Source: an optimization exercise on an open RTL-to-GDS flow (aim: small area, a short achievable clock period and few clock cycles per item). Production flows keep margins and buffers that such runs may drop.
Only simulation tests tie the RTL to the original design; equivalence was not proved.

// CPU
module CPU(
				clk,
			  rst_n,
		   IO_stall,
         awid_m_inf,
       awaddr_m_inf,
       awsize_m_inf,
      awburst_m_inf,
        awlen_m_inf,
      awvalid_m_inf,
      awready_m_inf,
        wdata_m_inf,
        wlast_m_inf,
       wvalid_m_inf,
       wready_m_inf,
          bid_m_inf,
        bresp_m_inf,
       bvalid_m_inf,
       bready_m_inf,
         arid_m_inf,
       araddr_m_inf,
        arlen_m_inf,
       arsize_m_inf,
      arburst_m_inf,
      arvalid_m_inf,
      arready_m_inf, 
          rid_m_inf,
        rdata_m_inf,
        rresp_m_inf,
        rlast_m_inf,
       rvalid_m_inf,
       rready_m_inf 
);
export LEC_CHECK = 0
export CAP_MARGIN = 20
export CORE_MARGIN = 2
export CORE_UTILIZATION = 55.0
export CTS_CLUSTER_DIAMETER = 120
export CTS_CLUSTER_SIZE = 24
export PLACE_DENSITY = 0.7
export SETUP_SLACK_MARGIN = 5
export SLEW_MARGIN = 20
create_clock -name core_clock -period 10.0 [get_ports {clk}]
standard.sh (not shown) runs the stock make flow with config.mk's settings and CLKGATE_MAP_FILE= SYNTH_SCRIPT=/design/flow/synth_recipe.tcl, a recipe that flattens the netlist after the stock synthesis.
==> flow/flow/run.sh <==
#!/bin/bash
# Standard layout, with timing repair aiming for a larger setup margin.
set -euo pipefail
bash standard.sh SETUP_SLACK_MARGIN=6 finish > standard_flow.log 2>&1
Testbench counts at the start, summed over its fixed seeds: cycles 38,604, instructions 12,000.
Next try:
Settings changed: CTS_CLUSTER_DIAMETER 120 to default, CTS_CLUSTER_SIZE 24 to default, PLACE_DENSITY 0.7 to 0.5.
After rerunning:
- global-route usage rises by 1.5 points
- final area rises by 4.3%
- die area does not change
- clock-buffer cell count rises by 63
- synthesized area is unchanged
- synthesized cell count is unchanged
- non-clock buffer count rises by 26
Next try:
==> flow/flow/run.sh (replaced) <==
#!/bin/bash
# Standard layout, with timing repair aiming for a larger setup margin.
set -euo pipefail
bash standard.sh SETUP_SLACK_MARGIN=5.5 finish > standard_flow.log 2>&1
Settings changed: PLACE_DENSITY 0.5 to default.
- The changed run went through all stages and came out clean
- wire length came out lower by 3.1%
- fmax came out lower by 11%
- sequential share of layout area came out higher by 1.4 points
- synthesized area does not change
- setup slack got worse by 0.52 ns
- register-to-register slack got worse by 0.52 ns
- utilization came out lower by 2.4 points
- first-iteration DRC count came out lower by 4.3%
- via count came out lower by 2.1%
Next try:
==> flow/flow/run.sh (replaced) <==
#!/bin/bash
# Standard layout, with timing repair aiming for a larger setup margin.
set -euo pipefail
bash standard.sh SETUP_SLACK_MARGIN=6 finish > standard_flow.log 2>&1
Settings changed: PLACE_DENSITY from default to 0.75.
- cell count increases by 1.2%
- worst hold slack gets worse by 0.026 ns
- sequential share of layout area decreases by 1.2 points
Next try:
==> flow/flow/run.sh (replaced) <==
#!/bin/bash
# Standard layout, with timing repair aiming for a larger setup margin.
set -euo pipefail
bash standard.sh SETUP_SLACK_MARGIN=6.2 finish > standard_flow.log 2>&1
Settings changed: CORE_UTILIZATION 55.0 to 62.0, CTS_CLUSTER_DIAMETER from default to 120, CTS_CLUSTER_SIZE from default to 24.
Non-clock buffer count grows by 100.
Critical path depth stays the same.
Count of clock-buffer cells in the layout goes down by 58.
Cell count went down by 2.7%.
Design area is lower by 0.50%.
Worst setup slack hardly moves.
Maximum frequency barely changes.
Wire length came out higher by 1.6%.

* * *

CPU, a different RTL version from the one above (not shown whole).
For scale: ~1000 flip-flops, ~230 I/O pins, roughly 62000 um2 of cells after synthesis.
Settings: LEC_CHECK=0, CAP_MARGIN=20, CORE_MARGIN=2, CORE_UTILIZATION=55.0, SETUP_SLACK_MARGIN=5, SLEW_MARGIN=20; clock period 10.0 ns.
run.sh (not shown) runs the stock make flow with config.mk's settings and CLKGATE_MAP_FILE= SYNTH_SCRIPT=/design/flow/synth_recipe.tcl, a recipe that flattens the netlist after the stock synthesis.
Stock flow here: none of the scripts above is used.
Testbench counts at the start, summed over its fixed seeds: cycles 38,608, instructions 12,000.
Rerun with:
==> flow/flow/run.sh (new file) <==
#!/bin/bash
# Standard layout, with timing repair aiming for a larger setup margin.
set -euo pipefail
bash standard.sh SETUP_SLACK_MARGIN=6 finish > standard_flow.log 2>&1
==> flow/standard.sh (new file) <==
#!/bin/bash
# synth_recipe.tcl (not shown) runs the flow's synth.tcl, then flattens the netlist and writes it again
# the make line also repeats each setting of config.mk as NAME=value (left out here)
make -C /OpenROAD-flow-scripts/flow DESIGN_CONFIG=/design/flow/config.mk WORK_HOME=/design/flow/orfs CLKGATE_MAP_FILE= SYNTH_SCRIPT=/design/flow/synth_recipe.tcl "${@:-finish}"
removed: flow/run.sh
Result: The changed run completed without violations. First-iteration DRC count rises by 4.6%. Synthesized cell count stays the same. Global-route usage grows by 1.3 points. Core utilization rose by 2.7 points. Final area climbs by 4.5%.

==> re-timing with driven ports <==
No port has a modelled driver above. Below, the same layouts with a new extraction and two added sets of constraints.
Step 1 assumes that a clkbuf_16 drives the clock port and a buf_2 every other input.
Step 2, shift: input delay + t, output delay - t, t = (earliest + latest rising clock arrival at the registers) / 2. This alone moves slack from input paths to output paths.
a / b / c = no drivers / after step 1 / after step 2; a / b = the first two.
run | shift t [ns] | setup slack, ns | worst hold slack (ns) | worst setup path at the end | pins driven straight from the clock port
the first run of note 1 | 0.791 | 5.947 / 5.947 / 5.378 | 0.335 / 0.335 / 0.335 | input to register | 1
the second run of note 1 | 0.786 | 5.984 / 5.984 / 5.303 | 0.324 / 0.324 / 0.324 | input to register | 1
the third run of note 1 | 0.790 | 5.468 / 5.468 / 4.784 | 0.328 / 0.328 / 0.328 | input to register | 1
the fourth run of note 1 | 0.791 | 5.958 / 5.958 / 5.371 | 0.302 / 0.302 / 0.302 | input to register | 1
the fifth run of note 1 | 0.788 | 5.955 / 5.955 / 5.483 | 0.336 / 0.336 / 0.336 | input to register | 1
the first run of note 2 | 0.788 | 5.097 / 5.097 / 4.598 | 0.315 / 0.315 / 0.315 | input to register | 1
the second run of note 2 | 0.798 | 5.744 / 5.744 / 5.114 | 0.326 / 0.326 / 0.326 | input to register | 1
After both steps every run listed still meets setup and hold. For the third run of note 1, which loses most, drivers alone change the setup slack by 0.000 ns; drivers and shift together by -0.684 ns.
